From an optimization exercise on the open Yosys and OpenROAD flow, aimed at small area; shortcuts taken in it are not production practice. RTL that was checked went through simulation tests only; none was proved equivalent to the original. The RTL of runs 2 and 3 was laid out without a check of its function. Power and IR drop assume default switching activity.

==> design.v <==
module fifo #(parameter WIDTH = 16,parameter DEPTH=16)
(input logic[WIDTH-1:0] fifo_data_in,input logic rst_,fifo_write,fifo_read,clk,
output logic[WIDTH-1:0] fifo_data_out,output logic fifo_full,fifo_empty);
logic [WIDTH-1:0] memory [0:DEPTH-1];
logic [$clog2(WIDTH)-1:0] wr_ptr,rd_ptr;
logic [$clog2(WIDTH):0] cntr;
always_comb begin 
	fifo_empty = cntr ==0;
	fifo_full = cntr == DEPTH;
end
always_ff@(posedge clk,negedge rst_) begin
	if(!rst_)begin
		cntr <= 0;
		wr_ptr <= 0;
		rd_ptr <= 0;
		fifo_data_out <= 0;
		for (int i = 0; i < DEPTH; i++) memory[i] <= '0;
	end
	else begin
		if(fifo_read&&!fifo_empty) begin 
			fifo_data_out <= memory[rd_ptr];
			cntr <= cntr -1;
			rd_ptr <= rd_ptr+1;
		end 
		else if(fifo_write&&!fifo_full) begin
			memory[wr_ptr] <=fifo_data_in;
			cntr <= cntr +1;
			wr_ptr <= wr_ptr+1;
		end
	end
end
endmodule
==> run.sh <==
#!/bin/bash
# synth_recipe.tcl (not shown) runs the flow's synth.tcl, then flattens the netlist and writes it again
# the make line also repeats each setting of config.mk as NAME=value (left out here)
make -C /OpenROAD-flow-scripts/flow DESIGN_CONFIG=/design/flow/config.mk WORK_HOME=/design/flow/orfs CLKGATE_MAP_FILE= SYNTH_SCRIPT=/design/flow/synth_recipe.tcl finish
==> config.mk <==
export PLATFORM = sky130hd
export DESIGN_NAME = fifo
export DESIGN_NICKNAME = fifo
export VERILOG_FILES = /design/flow/design.v
export SDC_FILE = /design/flow/constraint.sdc
export NUM_CORES = 4
export LEC_CHECK = 0
export CAP_MARGIN = 20
export CORE_MARGIN = 2
export CORE_UTILIZATION = 40
export SLEW_MARGIN = 20
==> constraint.sdc <==
create_clock -name core_clock -period 5.0 [get_ports {clk}]
set_input_delay 1.0000 -clock core_clock [delete_from_list [all_inputs] [get_ports {clk}]]
set_output_delay 1.0000 -clock core_clock [all_outputs]
set_load 0.01 [all_outputs]
==> results of run 1 <==
per-stage QoR:
stage / utilization [%] / setup WS (ns) / power [W]
6_report: 45.6 / 1.56 / 0.00983
5_1_grt: 45.6 / 1.31 / 0.0104
4_1_cts: 45.6 / 1.55 / 0.00990
3_5_place_dp: 42.6 / 1.39 / 0.00756
3_3_place_gp: 42.6 / 1.42 / 0.00748
2_1_floorplan: - / 2.11 / 0.00642
area by class of cell:
class	count	area, um2
Clock inverter	8	123
Tap cell	448	561
Timing Repair Buffer	51	505
Fill cell	3054	18200
Sequential cell	285	7130
Multi-Input combinational cell	621	6020
Inverter	14	52.6
Clock buffer	50	907
cell families after synthesis:
logic type / count (synthesis) / share of synthesized area [%]
flip-flops: 285 / 52.4
AND/OR/NAND/NOR: 115 / 5.49
adder cells (fa/ha/maj): 12 / 1.16
multiplexers: 293 / 26.2
XOR/XNOR: 9 / 0.580
buffers and inverters: 98 / 3.43
AO/OA/AOI/OAI: 192 / 10.7
Yosys cell counts, drive strengths merged (8+ instances only):
master	n	share of area (%)
mux2	259	24
nand2	28	0.77
a311oi	8	0.52
dfrtp	285	52
xnor2	8	0.52
o21ai	8	0.32
nand3b	9	0.50
nor2	14	0.39
mux2i	34	2.5
clkbuf	49	1.4
a31oi	8	0.37
a221oi	8	0.52
ha	11	1.0
a211oi	14	0.77
a22oi	36	2.0
a2111oi	8	0.65
inv	14	0.39
a22o	13	0.84
nand3	27	2.0
a21oi	33	1.3
o22ai	12	0.55
buf	35	1.7
a222oi	12	0.88
or3	16	0.74
registers in the layout, indices dropped and copies added, names as in the netlist:
register and cells:
memory 256, rd_ptr 4, fifo_data_out 16, wr_ptr 4, cntr 5
worst max-delay path: stages (launching register included):
cell	delay, ns
dfrtp_1	0.42
inv_1	0.14
ha_2	0.58
or3_1	0.77
o221ai_1	0.67
a311oi_1	0.61
a21oi_1	0.11
report_power, final:
group / switching, W / internal (W) / total [W]
sequential: 0.000668 / 0.00331 / 0.00398
combinational: 0.00178 / 0.00176 / 0.00354
clock: 0.000922 / 0.00139 / 0.00231
final timing paths:
check | startpoint | end
worst max-delay path | rd_ptr[0] | fifo_data_out[15]
max in group asynchronous | rst_ | memory[14][9]
worst min-delay path | memory[0][3] | memory[0][3]
worst min register to register | memory[0][3] | memory[0][3]
min in group asynchronous | rst_ | memory[7][12]
worst max register to register | rd_ptr[0] | fifo_data_out[15]
per-layer routing:
layer,vias to the layer above,global-route usage [%],part of all wire (%)
met3,39,2.78,4.1
met4,0,4.00,1.4
met1,4527,28.2,46
met5,-,0,0
met2,171,33.2,48
li1,3774,-,-
==> notes.md, run 1 <==
required time of the worst setup path between 5 and 6 ns; design area between 15000 and 20000 um2; Clock Skews roughly 0.011 ns; Final period util 68.7%; Ys Warns 2; WHS around 0.5 ns; Final Max Slew Viols 0; post-detail-place hpwl ~20000 um; status no timing/DRC/antenna violations; unrepaired setup endpoints after global routing no; mean post-synth cell area 13.5 um2; Final setup viols 0; Clock Latency Late Sink 0.56 ns; site row count 67; Peak VDD IR slightly above 0.0003 V; die area 35500 um2; Die Y 188 um; Clock Sinks ~290; Mapped Cells 1004; synth unique cells 60; FF+latch count, synth 285; syn_nets between 1000 and 1500; setup TNS 0 ns; R2R setup slack approximately 1.6 ns; Core Area roughly 34000 um2; share of post-route cells with drive strength above 1 34.1%; TritonCTS clock tree built; ys flop type dfrtp_1; Post-synth EDFFs 0; total number of vias between 8000 and 9000; vias in the first global route between 8000 and 9000; Worst Tran Pin Value 1.09 ns; sequential area share after synthesis between 50 and 60%; total track usage between 20% and 30%; final WL between 30000 and 40000 um; Vias/cell between 5 and 6; post-cts resize count 0; CTS clk-pin slew, worst paths approximately 0.06 ns; async set or reset register ratio after synthesis 100%; CTS Buffer Depth 3; Leakage 6.92 nW; Avg WL per Cell between 20 and 25 um; grt ovf 0; Root Buffer clkbuf_16; final number of hold-violating endpoints 0; GP Congestion 0.740; CP startpoint kind flop; I/O pin cnt 38; Crit Path Max Fanout 24; DRT iter0 DRCs 612; initial antenna violation count 0; first-pass GRT wire length 55000 um; number of antenna diodes 0; setup bufs post-CTS 0; largest net degree at the start of global routing 113; commonest cells after routing, fill and taps aside dfrtp_1 (283), mux2_2 (177), mux2_4 (80); Hold-fix buffers, CTS 0; Final Instance Count excl. Fillers 1477; Initial DRT Pass Iterations 7; Setup crit end kind flop; port bufs 37; Starting Density between 40% and 50%; DRC violations left 0; cell area after synthesis ~14000 um2; most common cell after layout, fill and taps aside dfrtp_1; Placed Area ~14000 um2; Antenna Nets Post-Route 0; cells on worst reg2reg path 6; pwr dens between 600 and 700 nW/um2; worst hold path cell count 1; Area Overhead vs Synth 12.5%; Fmax ~290 MHz; type of the tightest min-delay check reg -> reg; arrival time at the worst endpoint ~3.9 ns; shortest period the worst path allows 3.44 ns; Worst slew margin roughly 28%; Max Cap Viol 0; critical path type reg -> reg; Num CTS Buffers 31; dpl cells around 1400; fin nets just over 1000; Die Wd roughly 190 um; H-tree depth 1
==> run 2: changes to the inputs <==
==> design.v (replaced) <==
module fifo #(parameter WIDTH = 16,parameter DEPTH=16)
(input logic[WIDTH-1:0] fifo_data_in,input logic rst_,fifo_write,fifo_read,clk,
output logic[WIDTH-1:0] fifo_data_out,output logic fifo_full,fifo_empty);
logic [WIDTH-1:0] memory [0:DEPTH-1];
logic [$clog2(DEPTH):0] cntr;
logic pop, push;
logic [DEPTH-1:0] hold, sel;
logic [WIDTH-1:0] rd_data;
always_comb begin
	fifo_empty = cntr == 0;
	fifo_full = cntr == DEPTH;
	pop = fifo_read && !fifo_empty;
	push = fifo_write && !fifo_read && !fifo_full || fifo_write && fifo_empty;
	for (int i = 0; i < DEPTH; i++) begin
		hold[i] = !push && (cntr > i);
		sel[i] = cntr == i + 1;
	end
	rd_data = '0;
	for (int i = 0; i < DEPTH; i++) rd_data = rd_data | (memory[i] & {WIDTH{sel[i]}});
end
always_ff @(posedge clk) begin
	memory[0] <= (memory[0] & {WIDTH{hold[0]}}) | (fifo_data_in & {WIDTH{push}});
	for (int i = 1; i < DEPTH; i++)
		memory[i] <= (memory[i] & {WIDTH{hold[i]}}) | (memory[i-1] & {WIDTH{push}});
end
always_ff @(posedge clk, negedge rst_) begin
	if (!rst_) begin
		cntr <= 0;
		fifo_data_out <= 0;
	end
	else begin
		if (pop) begin
			fifo_data_out <= rd_data;
			cntr <= cntr - 1;
		end
		else if (push)
			cntr <= cntr + 1;
	end
end
endmodule
--- a/config.mk
+++ b/config.mk
@@ -8,4 +8,6 @@
 export CAP_MARGIN = 20
 export CORE_MARGIN = 2
 export CORE_UTILIZATION = 40
+export CTS_BUF_LIST = sky130_fd_sc_hd__clkbuf_4
+export CTS_CLUSTER_SIZE = 30
 export SLEW_MARGIN = 20
==> run 2 against run 1 <==
Against the previous run: clock skew grew 0.020 ns; still clean on timing, DRC and antenna; final cell count grew 2.8%; highest routed layer unchanged; synthesized cell count grew 8.0%; flip-flop and latch count shrank 8; register-to-register slack lost 0.10 ns; largest cell class unchanged; setup slack lost 0.84 ns; wire length grew 2.7%; sequential share of layout area shrank 1.4 points; clock-buffer cell count grew 65.
==> notes.md, run 2 <==
status no timing/DRC/antenna violations; DR top layer met4; Die Wd 169 um; DRT iter0 DRCs 1256; top-count cell post-synth dfxtp_1; cell area after synthesis 10800 um2; initial antenna violation count 1; Leakage 5.21 nW; Avg WL per Cell 23.6 um; Layout Utilization a little under half; ys flop type dfxtp_1; synth unique cells between 50 and 60; total track usage about a quarter; CTS clk-pin slew, worst paths 0.07 ns; Die Y 169 um; site row count 60; share of post-route cells with drive strength above 1 between 10% and 20%; Largest register FFs 256; wl on met1 around 15000 um; final number of hold-violating endpoints 0; Final Instance Count excl. Fillers approximately 1500; Worst slew margin approximately 17%; fillcell total between 2000 and 2500; Fmax roughly 230 MHz; pwr dens roughly 600 nW/um2; worst hold path cell count 2; die area approximately 28000 um2; Area Overhead vs Synth 15.2%; Flop pwr share roughly two fifths; sequential area share after synthesis 52.1%; Final period util roughly 86%; Final Max Slew Viols 0; first-pass GRT wire length around 54000 um; mean post-synth cell area ~10 um2; I/O pin cnt 38; Starting Density approximately two fifths; post-cts resize count 0; post-detail-place hpwl between 20000 and 25000 um; Antenna Nets Post-Route 0; dpl cells 1391; Clock Sinks around 280; unrepaired setup endpoints after global routing no; final WL 35900 um; ranking of synthesized cells by area dfxtp_1 (47%), a22o_1 (15%), nand2_1 (6.2%); Sw Ratio about 39%; Mapped Cells between 1000 and 1500; Largest regs memory x256, fifo_data_out x16, cntr x5; NetSw ~0.003 W; async set or reset register ratio after synthesis 7.58%; Ys Warns 2; Synth top area share a little under half; Synth top cells by count dfxtp_1 (256), a22o_1 (185), nand2_1 (178); CP startpoint kind flop; Setup crit end kind primary output; Num CTS Buffers 73; setup TNS 0 ns; type of the tightest min-delay check reg -> reg; Vias/cell 6.13; shortest period the worst path allows about 4.3 ns; total number of vias 9314; critical path type reg -> out; most common cell after layout, fill and taps aside dfxtp_1; DRC violations left 0; Clock Skews a little over 0.03 ns; Clock Latency Late Sink ~0.67 ns; Peak VDD IR roughly 0.00026 V; sequence of cells on the critical path inv_1 -> ha_1 -> or4b_1 -> inv_1 -> clkdlybuf4s50_1; Core Area between 20000 and 30000 um2; fin nets 1151; cells on worst reg2reg path 7; grt ovf 0; met2 routed WL between 15000 and 20000 um; met3 wire length around 3300 um; Max Cap Viol 0; arrival time at the worst endpoint 3.28 ns; setup bufs post-CTS 0; Power Internal 0.00458 W; cell mode on critical path inv_1; Post-synth EDFFs 0; Crit Path Max Fanout 19; GP Congestion about 0.86; H-tree depth 3; commonest cells after routing, fill and taps aside dfxtp_1 (256), a22o_1 (185), nand2_1 (177); CTS Buffer Depth 3; Hold-fix buffers, CTS 0; area leader, netlist dfxtp_1; Largest Register memory; max incr delay on CP slightly above 0.8 ns; Final setup viols 0; TritonCTS clock tree built; largest net degree at the start of global routing around 140; Initial DRT Pass Iterations 8; Logic pwr share 30.5%; WHS between 0.4 and 0.5 ns; required time of the worst setup path about 4.0 ns; port bufs 37; FF+latch count, synth 277; vias in the first global route a little under 9000; CP max stage cell or4b_1; Root Buffer clkbuf_4; Worst Tran Pin Value 1.25 ns; part of the power in the clock network 28.1%; syn_nets between 1000 and 1500
-- run 2: cell types whose count changed in the layout (fill, tap and decap cells not counted), sizes merged, moves of 25 or more --
cell / before / now
mux2i: 34 / 9
a22o: 13 / 185
nand3: 27 / 97
dfrtp: 285 / 21
nand2: 28 / 178
dfxtp: 0 / 256
clkbuf: 50 / 115
mux2: 259 / 17
-- run 2: path summary, 6_finish.rpt --
check | slack, ns | end | from
worst max-delay path | 0.72 | fifo_empty | cntr[1]
worst min-delay path | 0.45 | memory[8][12] | memory[7][12]
worst max register to register | 1.46 | memory[1][7] | cntr[1]
worst min register to register | 0.45 | memory[8][12] | memory[7][12]
max in group asynchronous | 3.98 | fifo_data_out[9] | rst_
min in group asynchronous | 0.71 | fifo_data_out[15] | rst_
-- run 2: cell type report --
cell class	count	area [um2]	area share, %
well taps	341	427	3.42
clock inverters	12	124	0.992
clock buffers	115	863	6.91
multi-input cells	703	4800	38.5
repair buffers	63	589	4.72
inverters	7	26.3	0.210
flip-flops and latches	277	5650	45.3
diodes	1	2.50	0.0200
-- run 2: power groups by stage --
stage          Sequential, W  Clock (W)  Combinational, W
2_1_floorplan        0.00293          0           0.00139
3_3_place_gp         0.00314          0           0.00220
3_5_place_dp         0.00314          0           0.00226
4_1_cts              0.00309    0.00216           0.00226
5_1_grt              0.00317    0.00229           0.00240
6_report             0.00311    0.00211           0.00229
-- run 2: kinds of logic after synthesis --
group | Yosys count | synth area share (%)
multiplexers | 28 | 3.01
buffers and inverters | 104 | 4.39
XOR/XNOR | 3 | 0.243
AND/OR/NAND/NOR | 341 | 14.5
adder cells (fa/ha/maj) | 6 | 0.693
flip-flops | 277 | 52.1
AO/OA/AOI/OAI | 325 | 25.0
-- run 2: per-stage QoR --
| stage | worst slack, ns | power (W) | instance area (um2) |
|---|---|---|---|
| 2_1_floorplan | 2.30 | 0.00432 | 10800 |
| 3_3_place_gp | 1.08 | 0.00534 | 11500 |
| 3_5_place_dp | 1.47 | 0.00539 | 11500 |
| 4_1_cts | 0.736 | 0.00751 | 12500 |
| 5_1_grt | 0.561 | 0.00785 | 12500 |
| 6_report | 0.721 | 0.00751 | 12500 |
-- run 2: per-layer routing --
metal	vias up	track usage (%)
li1	4209	-
met2	501	39.6
met3	91	5.17
met5	-	0
met1	4513	34.5
met4	0	9.11
-- run 2: critical path: cells and delay by family, from the launching register on --
family | cells | cell delay (ns)
DFF | 1 | 0.55
buffers and inverters | 3 | 0.98
and+or+nand+nor | 1 | 0.83
adders and majority gates | 1 | 0.24
==> run 3: changes to the inputs <==
--- a/config.mk
+++ b/config.mk
@@ -8,6 +8,4 @@
 export CAP_MARGIN = 20
 export CORE_MARGIN = 2
 export CORE_UTILIZATION = 40
-export CTS_BUF_LIST = sky130_fd_sc_hd__clkbuf_4
-export CTS_CLUSTER_SIZE = 30
 export SLEW_MARGIN = 20
==> run 3 against run 2 <==
Against the previous run: worst hold slack is essentially flat; setup slack improved by 0.14 ns; critical path depth is the same; combinational power hardly changed; clock-buffer cell count down 73; clock skew shrank 0.019 ns; non-clock buffer count stayed put; fmax increased by 3.3%; via count is 3.8% lower; synthesized area is the same; design area hardly changed; die area is the same.
==> notes.md, run 3 <==
Leakage a little over 5 nW; Clock Sinks 277; port bufs 37; Placed Area approximately 11000 um2; Largest regs memory x256, fifo_data_out x16, cntr x5; Starting Density approximately two fifths; Synth top area share a little under half; required time of the worst setup path 4.00 ns; pwr dens between 600 and 700 nW/um2; Synth top cells by count dfxtp_1 (256), a22o_1 (185), nand2_1 (178); Max Cap Viol 0; I/O pin cnt 38; area of the multi-input gates between 4000 and 5000 um2; Final setup viols 0; Avg WL per Cell roughly 24 um; Layout Utilization a little under half; Final period util between 80% and 90%; largest net degree at the start of global routing roughly 140; cell area after synthesis around 11000 um2; Clock Latency Late Sink between 0.5 and 0.6 ns; commonest cells after routing, fill and taps aside dfxtp_1 (256), a22o_1 (185), nand2_1 (177); final WL ~35000 um; area leader, netlist dfxtp_1; final number of hold-violating endpoints 0; Core Area approximately 27000 um2; Hold-fix buffers, CTS 0; total number of vias approximately 9000; site row count 60; post-cts resize count 0; WHS around 0.45 ns; vias in the first global route approximately 8400; Worst Tran Pin Value between 1 and 1.5 ns; post-detail-place hpwl between 20000 and 25000 um; unrepaired setup endpoints after global routing no; syn_nets approximately 1100; ys flop type dfxtp_1; Largest Register memory; total track usage about a quarter; Vias/cell 6.20; first-pass GRT wire length ~53000 um; setup TNS 0 ns; sequential area share after synthesis a little over half; Mapped Cells 1084; Setup crit end kind primary output; most common cell after layout, fill and taps aside dfxtp_1; Post-synth EDFFs 0; mean post-synth cell area roughly 10 um2; DRT iter0 DRCs ~1100; layer with the highest usage met2; fillcell total about 2400; TritonCTS clock tree built; CTS Buffer Depth 3; Crit Path Max Fanout 19; DRC violations left 0; async set or reset register ratio after synthesis 7.58%; CP startpoint kind flop; Largest register FFs around 260; fin nets 1107; ranking of synthesized cells by area dfxtp_1 (47%), a22o_1 (15%), nand2_1 (6.2%); Die Y ~170 um; shortest period the worst path allows 4.14 ns; FF+latch count, synth ~280; Antenna Nets Post-Route 0; post-place setup slack between 1 and 1.5 ns; share of post-route cells with drive strength above 1 a little over a tenth; Clock Skews approximately 0.011 ns; die area ~28000 um2; area occupied by registers ~5700 um2; Peak VDD IR 0.000374 V; H-tree depth 1; synth unique cells 57; type of the tightest min-delay check reg -> reg; arrival time at the worst endpoint 3.14 ns; setup bufs post-CTS 0; initial antenna violation count 0; GP Congestion roughly 0.86; top-count cell post-synth dfxtp_1; Fmax approximately 240 MHz; Die Wd approximately 170 um; CTS clk-pin slew, worst paths 0.06 ns; setup ws final 0.859 ns; Ys Warns 2; grt ovf 0; Initial DRT Pass Iterations 5; Final Max Slew Viols 0; critical path type reg -> out; Root Buffer clkbuf_16; Worst slew margin between 10% and 20%; status no timing/DRC/antenna violations; Area Overhead vs Synth 15.3%; met2 usage about two fifths; number of antenna diodes 0; met3 Use GR 3.06%; grt met1 use between 30% and 40%; Num CTS Buffers 29; design area 12500 um2
## run 3: report_power, final
part	internal [W]	leakage [nW]	switching (W)
Combinational	0.000756	2.28	0.00154
Sequential	0.00263	2.34	0.000484
Clock	0.00134	0.491	0.000891
## run 3: cells by family after synthesis
family | count (synthesis) | share of synthesized area, %
compound gates | 325 | 25.0
xor+xnor | 3 | 0.243
fa+ha+maj | 6 | 0.693
buf+inv | 104 | 4.39
flops | 277 | 52.1
mux | 28 | 3.01
simple gates | 341 | 14.5
## run 3: worst max-delay path: stages, from the launching register on
cell	delay, ns
dfrtp_1	0.55
inv_1	0.29
ha_1	0.24
or4b_1	0.83
inv_1	0.14
clkdlybuf4s50_1	0.54
## run 3: metal layers
metal	vias up	share of wire (%)	routed length (um)
met5	-	0	0
li1	4076	-	-
met2	431	46	16100
met4	0	2.4	852
met3	76	7.9	2800
met1	4376	44	15500
## run 3: final cells by class
cell class / count / share of cell area, %
timing repair buffer: 63 / 4.72
tap: 341 / 3.42
inverter: 7 / 0.210
multi-input combinational: 703 / 38.5
clock buffer: 42 / 6.84
clock inverter: 11 / 1.09
sequential: 277 / 45.3
## run 3: through the flow
step,std cells,total power (W)
finish,1444,0.00763
global route,1444,0.00791
global placement,1390,0.00534
detailed placement,1391,0.00539
floorplan,1084,0.00432
CTS,1444,0.00760
## run 3: worst paths after layout
path,slack (ns),from,depth (start not counted),to
min in group asynchronous,0.83,rst_,2,fifo_data_out[15]
min reg2reg,0.45,memory[9][14],2,memory[10][14]
max reg2reg,1.56,cntr[1],7,fifo_data_out[12]
max in group asynchronous,3.87,rst_,2,cntr[2]
min,0.45,memory[9][14],2,memory[10][14]
max,0.86,cntr[1],5,fifo_empty
==> run 4: changes to the inputs <==
==> design.v (replaced) <==
module fifo_ao22 (input logic a, b, c, d, output logic y);
	assign y = a & b | c & d;
endmodule
module fifo_aoi222 (input logic a1, a2, b1, b2, c1, c2, output logic y);
	assign y = !(a1 & a2 | b1 & b2 | c1 & c2);
endmodule
module fifo_nand2 (input logic a, b, output logic y);
	assign y = !(a & b);
endmodule
module fifo_nand3 (input logic a, b, c, output logic y);
	assign y = !(a & b & c);
endmodule
module fifo_ao211 (input logic a1, a2, b, c, output logic y);
	assign y = a1 & a2 | b | c;
endmodule
module fifo_rdbit (input logic [15:0] q, sel, input logic keep, cur, output logic y);
	logic [5:0] g;
	logic n0, n1;
	fifo_aoi222 u_g0 (q[0],  sel[0],  q[1],  sel[1],  q[2],  sel[2],  g[0]);
	fifo_aoi222 u_g1 (q[3],  sel[3],  q[4],  sel[4],  q[5],  sel[5],  g[1]);
	fifo_aoi222 u_g2 (q[6],  sel[6],  q[7],  sel[7],  q[8],  sel[8],  g[2]);
	fifo_aoi222 u_g3 (q[9],  sel[9],  q[10], sel[10], q[11], sel[11], g[3]);
	fifo_aoi222 u_g4 (q[12], sel[12], q[13], sel[13], q[14], sel[14], g[4]);
	fifo_nand2  u_g5 (q[15], sel[15], g[5]);
	fifo_nand3  u_n0 (g[0], g[1], g[2], n0);
	fifo_nand3  u_n1 (g[3], g[4], g[5], n1);
	fifo_ao211  u_o  (cur, keep, n0, n1, y);
endmodule
module fifo #(parameter WIDTH = 16,parameter DEPTH=16)
(input logic[WIDTH-1:0] fifo_data_in,input logic rst_,fifo_write,fifo_read,clk,
output logic[WIDTH-1:0] fifo_data_out,output logic fifo_full,fifo_empty);
logic [WIDTH-1:0] memory [0:DEPTH-1];
logic [WIDTH-1:0] mem_d [0:DEPTH-1];
logic [$clog2(DEPTH):0] top;
logic pop, push, npush, keep;
logic [DEPTH-1:0] sel;
logic [WIDTH-1:0] rd_data;
always_comb begin
	fifo_empty = top[$clog2(DEPTH)];
	fifo_full = top == DEPTH - 1;
	pop = fifo_read && !fifo_empty;
	push = fifo_write && !pop && !fifo_full;
	npush = !push;
	keep = !pop;
	for (int i = 0; i < DEPTH; i++) sel[i] = pop && top[$clog2(DEPTH)-1:0] == i;
end
for (genvar i = 0; i < DEPTH; i++) begin : row
	for (genvar b = 0; b < WIDTH; b++) begin : bit_
		fifo_ao22 u_nx (.a(memory[i][b]), .b(npush),
			.c(i == 0 ? fifo_data_in[b] : memory[i == 0 ? 0 : i-1][b]), .d(push),
			.y(mem_d[i][b]));
	end
end
for (genvar b = 0; b < WIDTH; b++) begin : col
	logic [DEPTH-1:0] q;
	for (genvar i = 0; i < DEPTH; i++) assign q[i] = memory[i][b];
	fifo_rdbit u_rd (.q(q), .sel(sel), .keep(keep), .cur(fifo_data_out[b]), .y(rd_data[b]));
end
always_ff @(posedge clk) begin
	for (int i = 0; i < DEPTH; i++) memory[i] <= mem_d[i];
end
always_ff @(posedge clk, negedge rst_) begin
	if (!rst_) begin
		top <= '1;
		fifo_data_out <= 0;
	end
	else begin
		fifo_data_out <= rd_data;
		if (pop)
			top <= top - 1;
		else if (push)
			top <= top + 1;
	end
end
endmodule
--- a/config.mk
+++ b/config.mk
@@ -9,3 +9,5 @@
 export CORE_MARGIN = 2
 export CORE_UTILIZATION = 40
 export SLEW_MARGIN = 20
+export SYNTH_HIERARCHICAL = 1
+export SYNTH_MINIMUM_KEEP_SIZE = 0
==> run 4 against run 3 <==
Against the previous run: design area is 9.3% lower; still clean; synthesized area shrank 13%; combinational power fell by 33%; largest power group unchanged; sequential share of layout area increased by 4.7 points; global-route usage is 5.3 points lower; via count fell by 19%; largest cell class unchanged; clock power fell by 5%; setup slack improved by 0.89 ns; clock-buffer cell count fell by 1; utilization rose by 2.0 points; critical path type unchanged; fmax up 28%; critical endpoint is now fifo_full.
==> notes.md, run 4 <==
Starting Density between 40 and 50%; Setup crit end kind primary output; GP Congestion 0.827; area occupied by registers 5660 um2; Post-synth EDFFs 0; CTS Buffer Depth 3; area leader, netlist dfxtp_1; Critical R2R Capture top[2]; required time of the worst setup path 4.00 ns; Largest Register memory; share of post-route cells with drive strength above 1 under 10%; Ys Warns 10; status no timing/DRC/antenna violations; die area 24800 um2; cell area after synthesis 9440 um2; first-pass GRT wire length between 30000 and 40000 um; Clock Latency Late Sink approximately 0.54 ns; largest net degree at the start of global routing roughly 260; Placed Area 10400 um2; post-place setup slack between 1 and 1.5 ns; DRC violations left 0; number of antenna diodes 0; Vias/cell 6.26; mean post-synth cell area about 13 um2; Leakage 4.58 nW; Worst slew margin between 10% and 20%; worst hold path cell count 1; CTS clk-pin slew, worst paths around 0.060 ns; Clock Skews between 0.01 and 0.015 ns; Final setup viols 0; H-tree depth 1; async set or reset register ratio after synthesis ~7.6%; critical path type reg -> out; TritonCTS clock tree built; Die Wd 158 um; total number of vias about 7300; Initial DRT Pass Iterations 6; design area ~11000 um2; RR Startpoint top[4]; Peak VDD IR roughly 0.00028 V; sequential area share after synthesis roughly 60%; Largest register FFs ~260; DRT iter0 DRCs between 800 and 900; ys flop type dfxtp_1; Antenna Nets Post-Route 0; CP startpoint kind flop; setup bufs post-CTS 0; Synth top cells by count a22o_1 (256), dfxtp_1 (256), a222oi_1 (80); arrival time at the worst endpoint approximately 2.3 ns; fin nets 841; CP max stage cell dfstp_2; commonest cells after routing, fill and taps aside a22o_1 (256), dfxtp_1 (256), a222oi_1 (80); Area Overhead vs Synth 20.1%; Synth top area share 54.3%; area of the multi-input gates 3790 um2; final number of hold-violating endpoints 0; fillcell total 2022; type of the tightest min-delay check reg -> reg; Final period util about two thirds; max incr delay on CP ~0.74 ns; Die Y between 150 and 200 um; Clock Sinks about 280; post-cts resize count 0; Num CTS Buffers 28; Hold-fix buffers, CTS 0; syn_nets roughly 760; I/O pin cnt 38; initial antenna violation count 0; final WL approximately 24000 um; unrepaired setup endpoints after global routing no; setup ws final 1.75 ns; hold path endpoint memory[15][0]; grt ovf 0; vias in the first global route 6805; shortest period the worst path allows around 3.2 ns; Fmax 308 MHz; ranking of synthesized cells by area dfxtp_1 (54%), a22o_1 (24%), a222oi_1 (8.5%); post-detail-place hpwl approximately 14000 um; total track usage between 10% and 20%; setup TNS 0 ns; Avg WL per Cell approximately 21 um; Core Area 23300 um2; hold_sp memory[15][0]; pwr dens between 600 and 700 nW/um2; FF+latch count, synth roughly 280; synth unique cells 36; cells on worst reg2reg path 7; Root Buffer clkbuf_16; Mapped Cells about 740; site row count 56; Worst Tran Pin Value roughly 1.3 ns; Max Cap Viol 0; sequence of cells on the critical path nand4_1 -> nor2_1 -> clkdlybuf4s50_1; Final Max Slew Viols 0; Crit Path Max Fanout 15; R2R setup slack between 2 and 2.5 ns; port bufs 37; Largest regs memory x256, fifo_data_out x16, top x5
run 4: critical path, delay by kind of cell, from the launching register on:
family	cells	cell delay (ns)
buffers and inverters	1	0.58
flip-flops	1	0.74
AND/OR/NAND/NOR	2	0.38
run 4: kinds of logic after synthesis:
group                    share of synthesized area (%)
AO/OA/AOI/OAI                                     34.6
buffers and inverters                            0.583
XOR/XNOR                                         0.186
multiplexers                                     0.119
AND/OR/NAND/NOR                                   4.40
adder cells (fa/ha/maj)                          0.133
flip-flops                                        59.9
run 4: final cells by class:
| class | instances | area share, % |
|---|---|---|
| flip-flops and latches | 277 | 49.9 |
| clock inverters | 10 | 1.20 |
| repair buffers | 55 | 4.68 |
| multi-input cells | 453 | 33.4 |
| inverters | 5 | 0.210 |
| clock buffers | 41 | 7.06 |
| well taps | 319 | 3.52 |
run 4: worst max-delay path by stage:
| stage | startpoint | end | slack (ns) | cells after the start |
|---|---|---|---|---|
| global placement | fifo_read | fifo_data_out[14] | 1.49 | 6 |
| detailed placement | fifo_read | fifo_data_out[12] | 1.31 | 6 |
| finish | top[2] | fifo_full | 1.75 | 3 |
| floorplan | fifo_read | memory[0][0] | -4.67 | 5 |
| CTS | top[2] | fifo_full | 1.76 | 3 |
| global route | top[2] | fifo_full | 1.65 | 3 |
run 4: per-stage QoR:
stage	hold WS (ns)	power, W	util (%)	std cells
finish	0.489	0.00778	48.6	1160
global route	0.506	0.00819	48.6	1160
CTS	0.491	0.00781	48.6	1160
detailed placement	0.470	0.00569	44.6	1109
global placement	0.469	0.00553	44.6	1109
floorplan	0.456	0.00507	-	742
run 4: report_power, final:
group          leakage, nW  switching [W]  internal [W]
Sequential            2.38       0.000888       0.00324
Clock                0.463       0.000848       0.00126
Combinational         1.73       0.000620      0.000925
run 4: routing by layer:
metal | GRT usage, % | part of all wire, % | vias to the layer above
met3 | 2.55 | 6.5 | 37
met4 | 6.49 | 2.1 | 0
met5 | 0 | 0 | -
li1 | - | - | 3372
met1 | 27.8 | 46 | 3607
met2 | 29.8 | 46 | 251
run 4: modules after synthesis (local to each module, per instance), excerpt:
module,times used,flops+latches,cells inside,cell area [um2]
fifo_ao22,256,0,1,8.76
fifo_aoi222,80,0,1,10.0
fifo_ao211,16,0,1,8.76
fifo_nand2,16,0,1,3.75
fifo_nand3,32,0,1,5.00
fifo,1,277,342,6030
==> run 5: changes to the inputs <==
==> flow/run.sh (new file) <==
#!/bin/bash
# The standard layout with two changes: the port buffers are the smallest
# buffer, and the clock tree is built from larger clusters of clkbuf_8
# leaves without dummy loads.
set -euo pipefail
P=sky130_fd_sc_hd__
bash standard.sh \
  "BUFFER_PORTS_ARGS=-buffer_cell ${P}buf_1" \
  "CTS_ARGS=-sink_clustering_enable -sink_clustering_size 16 -sink_clustering_max_diameter 100 -buf_list ${P}clkbuf_8 -root_buf ${P}clkbuf_16 -dont_use_dummy_load -repair_clock_nets" \
  finish > standard_finish.log 2>&1
==> standard.sh (new file) <==
#!/bin/bash
# synth_recipe.tcl (not shown) runs the flow's synth.tcl, then flattens the netlist and writes it again
# the make line also repeats each setting of config.mk as NAME=value (left out here)
make -C /OpenROAD-flow-scripts/flow DESIGN_CONFIG=/design/flow/config.mk WORK_HOME=/design/flow/orfs CLKGATE_MAP_FILE= SYNTH_SCRIPT=/design/flow/synth_recipe.tcl "${@:-finish}"
removed: run.sh
==> run 5 against run 4 <==
Against the previous run: still clean on timing, DRC and antenna; sequential power barely moved; non-clock buffer count decreased by 6; die area is the same; utilization shrank 3.8 points; clock power is 48% lower; worst hold slack worse by 0.040 ns; wire length down 4.5%; final cell count decreased by 3.1%; synthesized cell count stayed put; critical endpoint is now fifo_data_out[2].
==> notes.md, run 5 <==
max incr delay on CP 0.84 ns; setup ws final between 1.5 and 2 ns; grt ovf 0; pwr dens between 600 and 700 nW/um2; total number of vias between 7000 and 8000; largest net degree at the start of global routing approximately 260; critical path type in -> reg; Hold-fix buffers, CTS 0; Die Y 158 um; DRT iter0 DRCs 839; Clock Skews roughly 0.046 ns; status no timing/DRC/antenna violations; vias in the first global route between 6000 and 7000; shortest period the worst path allows 3.01 ns; initial antenna violation count 0; CP startpoint kind input port; GP Congestion around 0.83; total track usage between 10% and 20%; Root Buffer clkbuf_16; ys flop type dfxtp_1; Setup crit end kind flop; Leakage about 4.2 nW; Fmax 333 MHz; Synth top cells by count a22o_1 (256), dfxtp_1 (256), a222oi_1 (80); site row count 56; Num CTS Buffers 21; Final Max Slew Viols 0; ranking of synthesized cells by area dfxtp_1 (54%), a22o_1 (24%), a222oi_1 (8.5%); die area approximately 25000 um2; sequence of cells on the critical path buf_1 -> or4b_1 -> nor2_2 -> a222oi_1 -> nand3_1 -> a211o_1; Die Wd 158 um; Placed Area ~10000 um2; commonest cells after routing, fill and taps aside a22o_1 (256), dfxtp_1 (256), a222oi_1 (80); Final period util 60.1%; TritonCTS clock tree built; H-tree depth 1; worst path bufs/invs 1; PnR Total Power about 0.0066 W; Clock Sinks roughly 280; Largest register FFs ~260; Worst Tran Pin Value 1.22 ns; Max Cap Viol 0; Largest regs memory x256, fifo_data_out x16, top x5; setup bufs post-CTS 0; DRC violations left 0; CTS Buffer Depth 3; design area approximately 10000 um2; post-detail-place hpwl 13000 um; Vias/cell between 6 and 7; Clock Latency Late Sink ~0.5 ns; fin nets between 800 and 900; required time of the worst setup path around 5.4 ns; port bufs 37; Ys Warns 10; Starting Density between 40% and 50%; number of antenna diodes 0; cell area after synthesis roughly 9400 um2; final number of hold-violating endpoints 0; I/O pin cnt 38; Final Instance Count excl. Fillers around 1100; first-pass GRT wire length 36700 um; Worst slew margin a little under a fifth; Core Area approximately 23000 um2; Initial DRT Pass Iterations 9; sequential area share after synthesis between 50% and 60%; post-place setup slack about 1.6 ns; dpl cells about 1100; final WL between 20000 and 25000 um; unrepaired setup endpoints after global routing no; Mapped Cells around 740; FF+latch count, synth 277; area leader, netlist dfxtp_1; Crit Path Max Fanout 16; crit-path leading delay family simple AND/OR/NAND/NOR gates; mean post-synth cell area around 13 um2; async set or reset register ratio after synthesis under 10%; type of the tightest min-delay check reg -> reg; share of post-route cells with drive strength above 1 6.96%; fillcell total 2124; Post-synth EDFFs 0; Synth top area share 54.3%; Largest Register memory; WHS around 0.45 ns; Area Overhead vs Synth 10.7%; CTS clk-pin slew, worst paths about 0.1 ns; arrival time at the worst endpoint about 3.4 ns; Peak VDD IR ~0.00024 V; Final setup viols 0; Avg WL per Cell approximately 21 um; Antenna Nets Post-Route 0; CP max stage cell nor2_2; synth unique cells 36; post-cts resize count 0; syn_nets about 760
-- run 5: path summary, 6_finish.rpt --
path,start,endpoint,slack [ns],cells past startpoint
max reg2reg,top[1],fifo_data_out[2],2.35,5
max,fifo_read,fifo_data_out[2],1.99,6
min,memory[3][15],memory[4][15],0.45,1
min reg2reg,memory[3][15],memory[4][15],0.45,1
max in group asynchronous,rst_,top[3],4.20,2
min in group asynchronous,rst_,fifo_data_out[6],0.48,2
-- run 5: layout make-up --
cell class | instances | area, um2 | share of cell area (%)
multi-input combinational | 453 | 3800 | 36.4
sequential | 277 | 5660 | 54.1
inverter | 5 | 23.8 | 0.228
tap | 319 | 399 | 3.82
clock buffer | 21 | 323 | 3.09
timing repair buffer | 49 | 241 | 2.31
-- run 5: kinds of logic (layout without fill, tap and decap cells) --
| kind of cell | count (synthesis) | count (layout) | synth area share, % |
|---|---|---|---|
| AOI/OAI and AO/OA | 363 | 363 | 34.6 |
| xor gates and xnor gates | 2 | 2 | 0.186 |
| adders and majority gates | 1 | 1 | 0.133 |
| buffers and inverters | 12 | 75 | 0.583 |
| DFF | 277 | 277 | 59.9 |
| muxes | 1 | 1 | 0.119 |
| and+or+nand+nor | 86 | 86 | 4.40 |
-- run 5: through the flow --
step	utilization, %	setup TNS [ns]
2_1_floorplan	-	-1196.75
6_report	44.8	0
3_3_place_gp	43.4	0
3_5_place_dp	43.4	0
4_1_cts	44.8	0
5_1_grt	44.8	0
-- run 5: modules after synthesis, one instance, submodules excluded, excerpt --
| module | copies in the design | flops+latches | area (um2) |
|---|---|---|---|
| fifo | 1 | 277 | 6030 |
| fifo_aoi222 | 80 | 0 | 10.0 |
| fifo_ao211 | 16 | 0 | 8.76 |
| fifo_ao22 | 256 | 0 | 8.76 |
| fifo_nand3 | 32 | 0 | 5.00 |
| fifo_nand2 | 16 | 0 | 3.75 |
-- run 5: report_power, final --
part,internal [W],switching [W],leakage [nW]
Combinational,0.000839,0.000604,1.61
Clock,0.000434,0.000664,0.166
Sequential,0.00324,0.000868,2.38
-- run 5: per-layer routing --
metal  wire, um  track usage [%]  up-vias
met1      10900             26.5     3525
met4        475             6.23        0
met3       1080             2.08       36
met5          0                0        -
li1           -                -     3311
met2      10800             28.8      215

-- port drivers added, routing unchanged --
How much do the figures lean on ideal ports? The routed layouts below were timed once more, with nothing changed but the port constraints.
Step 1, drivers: a clkbuf_16 drives clk and a buf_2 each remaining input, both assumed.
Step 2, shift: input delay + t, output delay - t, t = (earliest + latest rising clock arrival at the registers) / 2. This alone moves slack from input paths to output paths.
Slacks: ideal ports / drivers / drivers and shift; pairs: ideal ports / drivers.
run	t, ns	slack for setup (ns)	worst hold slack (ns)	worst data-port slew with drivers (ns)	cell pins on the clock port's net
run 1	0.601	1.564 / 1.564 / 1.360	0.498 / 0.498 / 0.498	0.05	1
run 2	0.697	0.721 / 0.678 / 1.375	0.453 / 0.453 / 0.453	0.03	1
run 3	0.589	0.859 / 0.808 / 1.397	0.452 / 0.452 / 0.452	0.03	1
run 4	0.579	1.753 / 1.710 / 1.295	0.489 / 0.489 / 0.489	0.04	1
run 5	0.515	1.994 / 2.012 / 1.497	0.449 / 0.449 / 0.449	0.04	1
After both steps setup and hold are still met in every run listed. The setup slack of run 5, which loses most, moves by +0.018 ns with the drivers and by -0.497 ns with both steps.
